Source: an optimization exercise on an open RTL-to-GDS flow (aim: a short achievable clock period and few clock cycles per item). Production flows keep margins and buffers that such runs may drop. Power is estimated from default activity; no workload was simulated.

==> inputs of trial 37 <==
Design draw_fpv, start of the top module:
module draw_fpv(clock, reset,
                start, done,
                player_pos_x, player_pos_y, player_angle,
                grid_x, grid_y, grid_out,
                vga_x, vga_y, vga_colour, vga_write);
    input clock;
    input reset;
    input start;
    output done;
    input [13:0] player_pos_x;
    input [12:0] player_pos_y;
    input [7:0] player_angle;
    output [5:0] grid_x;
    output [4:0] grid_y;
    input [2:0] grid_out;
    output [7:0] vga_x;
    output [6:0] vga_y;
    output [17:0] vga_colour;
    output vga_write;
    reg [3:0] q [0:7];
    reg [2:0] wp, rp;
    reg [7:0] occ;               
    wire push, pop;
    wire [2:0] push_cell;
    wire push_vert;
    wire room = ~occ[5];
    wire have = occ[0];
    wire [3:0] head = q[rp];
    raytracer rt0 (.clock(clock),
                   .reset(reset),
                   .start(start),
                   .pos_x(player_pos_x),
                   .pos_y(player_pos_y),
                   .angle(player_angle),
                   .grid_x(grid_x),
                   .grid_y(grid_y),
                   .grid_out(grid_out),
                   .room(room),
                   .push(push),
                   .push_cell(push_cell),
                   .push_vert(push_vert));
    draw_vertical_line dvl0 (.clock(clock),
                             .reset(reset),
                             .start(start),
                             .have(have),
                             .wcell(head[3:1]),
                             .vert(head[0]),
                             .pop(pop),
                             .done(done),
                             .vga_x(vga_x),
                             .vga_y(vga_y),
                             .vga_colour(vga_colour),
                             .vga_write(vga_write));
    always @(posedge clock) begin
        if (push)
            q[wp] <= {push_cell, push_vert};
        if (reset | start) begin
            wp <= 3'd0;
            rp <= 3'd0;
            occ <= 8'd0;
        end
        else begin
            if (push)
                wp <= wp + 3'd1;
            if (pop)
                rp <= rp + 3'd1;
            if (push & ~pop)
                occ <= {occ[6:0], 1'b1};
            else if (pop & ~push)
  ...
==> module step_one, before the edit <==
module step_one(a, up, dn);
    parameter W = 7;
    input [W-1:0] a;
    output [W-1:0] up, dn;
    genvar i;
    generate
        for (i = 0; i < W; i = i + 1) begin : bi
            if (i == 0) begin : b0
                assign up[0] = ~a[0];
                assign dn[0] = ~a[0];
            end
            else begin : bn
                assign up[i] = a[i] ^ (&a[i-1:0]);
                assign dn[i] = a[i] ^ ~(|a[i-1:0]);
            end
        end
    endgenerate
endmodule
==> module raytracer, before the edit <==
module raytracer(clock, reset,
                 start, pos_x, pos_y, angle,
                 grid_x, grid_y, grid_out,
                 room, push, push_cell, push_vert);
    input clock;
    input reset;
    input start;
    input [13:0] pos_x;
    input [12:0] pos_y;
    input [7:0] angle;
    output [5:0] grid_x;
    output [4:0] grid_y;
    input [2:0] grid_out;
    input room;                  
    output push;                 
    output [2:0] push_cell;      
    output push_vert;            
    reg [13:0] p0x;
    reg [12:0] p0y;
    reg [7:0] a0;
    reg boot;                    
    reg running;
    reg [6:0] ncols;             
    reg okr;                     
    reg [1:0] aq;
    reg [7:0] ah, al;
    reg [6:0] rx, ry, rnx, rny;
    reg rw0, rw1;
    wire [6:0] rom_x, rom_y, rom_nx, rom_ny;
    wire rom_w0, rom_w1;
    bytian_to_vector btv0 (.hi(ah), .lo(al), .px(rom_x), .py(rom_y), .nx(rom_nx), .ny(rom_ny),
                           .w0(rom_w0), .w1(rom_w1));
    reg [6:0] ndx, ndy;
    reg nwide;
    always @(*) begin
        case (aq)
            2'd0: begin ndx = rx;  ndy = ry;  end
            2'd1: begin ndx = ry;  ndy = rnx; end
            2'd2: begin ndx = rnx; ndy = rny; end
            default: begin ndx = rny; ndy = rx; end
        endcase
        nwide = aq[0] ? rw1 : rw0;
    end
    wire [7:0] afirst = a0 + 8'd176;     
    reg act;                     
    reg [6:0] dx, dy;
    reg wide;
    reg [6:0] xa, ya;            
    reg incx, decx;              
    reg incy, decy;
    reg [6:0] xb;                
    reg [5:0] yb;                
    reg [5:0] ptx;               
    reg [4:0] pty;
    reg rv;
    reg [2:0] gq;
    reg wq;                      
    reg exq, eyq;
    wire [5:0] tx = xb[6:1];
    wire [4:0] ty = yb[5:1];
    assign grid_x = tx;
    assign grid_y = ty;
    wire [6:0] nxa, nya;
    wire ncxa, ncya;
    ks_adder #(.W(7)) addxa (.a(xa), .b(dx), .sum(nxa), .cout(ncxa));
    ks_adder #(.W(7)) addya (.a(ya), .b(dy), .sum(nya), .cout(ncya));
    wire [6:0] xb_up, xb_dn;
    wire [5:0] yb_up, yb_dn;
    step_one #(.W(7)) sox (.a(xb), .up(xb_up), .dn(xb_dn));
    step_one #(.W(6)) soy (.a(yb), .up(yb_up), .dn(yb_dn));
    wire [6:0] nxb = incx ? xb_up : (decx ? xb_dn : xb);
    wire [5:0] nyb = incy ? yb_up : (decy ? yb_dn : yb);
    wire hit = rv & wq;
    wire cstart = okr & (~act | hit);
    assign push = hit;
    assign push_cell = gq;
    assign push_vert = (exq & ~eyq) | (wide & ~(exq ^ eyq));
    always @(posedge clock) begin
        rx <= rom_x;
        ry <= rom_y;
        rnx <= rom_nx;
        rny <= rom_ny;
        rw0 <= rom_w0;
        rw1 <= rom_w1;
        gq <= grid_out;
        wq <= grid_out != 3'd0;
        exq <= tx != ptx;
        eyq <= ty != pty;
        if (cstart) begin
            xa <= p0x[6:0];
            ya <= p0y[6:0];
            xb <= p0x[13:7];
            yb <= p0y[12:7];
            incx <= 1'b0;
            decx <= 1'b0;
            incy <= 1'b0;
            decy <= 1'b0;
            ptx <= p0x[13:8];
            pty <= p0y[12:8];
            dx <= ndx;
            dy <= ndy;
            wide <= nwide;
        end
        else begin
            xa <= nxa;
            ya <= nya;
            incx <= ncxa & ~dx[6];
            decx <= ~ncxa & dx[6];
            incy <= ncya & ~dy[6];
            decy <= ~ncya & dy[6];
            xb <= nxb;
            yb <= nyb;
            ptx <= tx;
            pty <= ty;
        end
        if (boot) begin
            aq <= afirst[7:6];
            ah <= 8'd1 << afirst[5:3];
            al <= 8'd1 << afirst[2:0];
        end
        else if (cstart) begin
            al <= {al[6:0], al[7]};
            if (al[7])
                ah <= {ah[6:0], ah[7]};
            if (al[7] & ah[7])
                aq <= aq + 2'd1;
        end
        if (reset) begin
            running <= 1'b0;
            boot <= 1'b0;
            act <= 1'b0;
            rv <= 1'b0;
            okr <= 1'b0;
        end
        else if (start) begin
            p0x <= pos_x;
            p0y <= pos_y;
            a0 <= angle;
            boot <= 1'b1;
            running <= 1'b1;
            ncols <= 7'd0;
            act <= 1'b0;
            rv <= 1'b0;
            okr <= 1'b0;
        end
        else begin
            boot <= 1'b0;
            if (cstart)
                ncols <= ncols + 7'd1;
            act <= cstart | (act & ~hit);
            rv <= act & ~hit;
            okr <= running & ~boot & (ncols != 7'd120) & room;
        end
    end
endmodule
clock: 4.5 ns
lec_check: 0
abc_clock_period_in_ps: 1800
cap_margin: 20
core_margin: 2
core_utilization: 40
place_density: 0.6
setup_slack_margin: 2.7
slew_margin: 20
synth_memory_max_bits: 16384
run.sh (not shown) runs the stock make flow with config.mk's settings and CLKGATE_MAP_FILE= SYNTH_SCRIPT=/design/flow/synth_recipe.tcl, a recipe that flattens the netlist after the stock synthesis.
==> build 49: changes against trial 37 <==
--- a/flow/design.v
+++ b/flow/design.v
@@ -35,22 +35,4 @@
     assign cout = g[L][W-1];
 endmodule
-module step_one(a, up, dn);
-    parameter W = 7;
-    input [W-1:0] a;
-    output [W-1:0] up, dn;
-    genvar i;
-    generate
-        for (i = 0; i < W; i = i + 1) begin : bi
-            if (i == 0) begin : b0
-                assign up[0] = ~a[0];
-                assign dn[0] = ~a[0];
-            end
-            else begin : bn
-                assign up[i] = a[i] ^ (&a[i-1:0]);
-                assign dn[i] = a[i] ^ ~(|a[i-1:0]);
-            end
-        end
-    endgenerate
-endmodule
 module bytian_to_vector(hi, lo, px, py, nx, ny, w0, w1);
     input [7:0] hi, lo;
@@ -262,7 +244,4 @@
     output [2:0] push_cell;      
     output push_vert;            
-    reg [13:0] p0x;
-    reg [12:0] p0y;
-    reg [7:0] a0;
     reg boot;                    
     reg running;
@@ -271,22 +250,22 @@
     reg [1:0] aq;
     reg [7:0] ah, al;
-    reg [6:0] rx, ry, rnx, rny;
-    reg rw0, rw1;
     wire [6:0] rom_x, rom_y, rom_nx, rom_ny;
     wire rom_w0, rom_w1;
     bytian_to_vector btv0 (.hi(ah), .lo(al), .px(rom_x), .py(rom_y), .nx(rom_nx), .ny(rom_ny),
                            .w0(rom_w0), .w1(rom_w1));
-    reg [6:0] ndx, ndy;
-    reg nwide;
+    reg [6:0] qdx, qdy;
+    reg qwide;
     always @(*) begin
         case (aq)
-            2'd0: begin ndx = rx;  ndy = ry;  end
-            2'd1: begin ndx = ry;  ndy = rnx; end
-            2'd2: begin ndx = rnx; ndy = rny; end
-            default: begin ndx = rny; ndy = rx; end
+            2'd0: begin qdx = rom_x;  qdy = rom_y;  end
+            2'd1: begin qdx = rom_y;  qdy = rom_nx; end
+            2'd2: begin qdx = rom_nx; qdy = rom_ny; end
+            default: begin qdx = rom_ny; qdy = rom_x; end
         endcase
-        nwide = aq[0] ? rw1 : rw0;
+        qwide = aq[0] ? rom_w1 : rom_w0;
     end
-    wire [7:0] afirst = a0 + 8'd176;     
+    reg [6:0] ndx, ndy;
+    reg nwide;
+    wire [7:0] afirst = angle + 8'd176;     
     reg act;                     
     reg [6:0] dx, dy;
@@ -311,10 +290,9 @@
     ks_adder #(.W(7)) addxa (.a(xa), .b(dx), .sum(nxa), .cout(ncxa));
     ks_adder #(.W(7)) addya (.a(ya), .b(dy), .sum(nya), .cout(ncya));
-    wire [6:0] xb_up, xb_dn;
-    wire [5:0] yb_up, yb_dn;
-    step_one #(.W(7)) sox (.a(xb), .up(xb_up), .dn(xb_dn));
-    step_one #(.W(6)) soy (.a(yb), .up(yb_up), .dn(yb_dn));
-    wire [6:0] nxb = incx ? xb_up : (decx ? xb_dn : xb);
-    wire [5:0] nyb = incy ? yb_up : (decy ? yb_dn : yb);
+    wire [6:0] nxb;
+    wire [5:0] nyb;
+    wire unused_cx, unused_cy;
+    ks_adder #(.W(7)) addxb (.a(xb), .b({{6{decx}}, incx | decx}), .sum(nxb), .cout(unused_cx));
+    ks_adder #(.W(6)) addyb (.a(yb), .b({{5{decy}}, incy | decy}), .sum(nyb), .cout(unused_cy));
     wire hit = rv & wq;
     wire cstart = okr & (~act | hit);
@@ -323,10 +301,7 @@
     assign push_vert = (exq & ~eyq) | (wide & ~(exq ^ eyq));
     always @(posedge clock) begin
-        rx <= rom_x;
-        ry <= rom_y;
-        rnx <= rom_nx;
-        rny <= rom_ny;
-        rw0 <= rom_w0;
-        rw1 <= rom_w1;
+        ndx <= qdx;
+        ndy <= qdy;
+        nwide <= qwide;
         gq <= grid_out;
         wq <= grid_out != 3'd0;
@@ -334,14 +309,14 @@
         eyq <= ty != pty;
         if (cstart) begin
-            xa <= p0x[6:0];
-            ya <= p0y[6:0];
-            xb <= p0x[13:7];
-            yb <= p0y[12:7];
+            xa <= pos_x[6:0];
+            ya <= pos_y[6:0];
+            xb <= pos_x[13:7];
+            yb <= pos_y[12:7];
             incx <= 1'b0;
             decx <= 1'b0;
             incy <= 1'b0;
             decy <= 1'b0;
-            ptx <= p0x[13:8];
-            pty <= p0y[12:8];
+            ptx <= pos_x[13:8];
+            pty <= pos_y[12:8];
             dx <= ndx;
             dy <= ndy;
@@ -380,7 +355,4 @@
         end
         else if (start) begin
-            p0x <= pos_x;
-            p0y <= pos_y;
-            a0 <= angle;
             boot <= 1'b1;
             running <= 1'b1;
==> run notes <==
Slew headroom 54.09%; Vias 7558; placed inst area 11450 um^2; power in the clock group 2300 uW; commonest non-fill, non-tap cell in the layout edfxtp_1; Avg Cell Area, Syn 10.83 um^2; met1 WL 9963 um; xor/xnor share of the synthesized area 3.732%; share of post-route cells with drive strength above 1 22.15%; commonest cells after routing, fill and taps aside edfxtp_1 (120), dfxtp_1 (107), nand2_1 (89); TritonRoute pass-1 iters 8; Sequential Power 2760 uW; status no timing/DRC/antenna violations; Sink Count 241; filler instances 2328; r2r startpoint rt0.xb[2]$_DFFE_PP_; vias in the first global route 7277; Worst R2R Setup Slack 2590 ps
-- figures above: trial 37

==> run notes <==
status no timing/DRC/antenna violations; power in the clock group 1490 uW; share of post-route cells with drive strength above 1 28.96%; vias in the first global route 7017; Sink Count 195; placed inst area 10080 um^2; r2r startpoint rt0.al[4]$_DFFE_PP_; met1 WL 9761 um; filler instances 2019; Vias 7216; TritonRoute pass-1 iters 6; commonest non-fill, non-tap cell in the layout dfxtp_1; commonest cells after routing, fill and taps aside dfxtp_1 (98), nand2_1 (94), nor2_1 (81)
-- figures above: build 49

Function was not checked in any run of this note: the RTL went through the layout flow alone.

## port drivers added, routing unchanged
Ports are ideal in the flow. The routed layouts listed here were re-timed in OpenROAD.
Step 1: set_driving_cell puts a clkbuf_16 on clock and a buf_2 on each other input, an assumption about the parent block.
Step 2 times the ports against the registers' clock, not the clock port: input delays grow and output delays shrink by t, the midpoint of the rising clock arrivals with the driver on.
a / b / c = ideal ports / drivers / drivers and shift; a / b = the first two.
| run | t, ns | setup slack, ns | hold WS [ns] | latest minus earliest clock arrival (ns) | worst data-port slew with drivers (ns) |
|---|---|---|---|---|---|
| trial 37 | 0.583 | 2.484 / 2.440 / 2.277 | 0.387 / 0.387 / 0.387 | 0.014 / 0.014 | 0.06 |
| build 49 | 0.468 | 2.451 / 2.451 / 2.280 | 0.390 / 0.390 / 0.390 | 0.014 / 0.014 | 0.06 |
After both steps every run listed still meets setup and hold. For trial 37, which loses most, drivers alone change the setup slack by -0.044 ns; drivers and shift together by -0.207 ns.
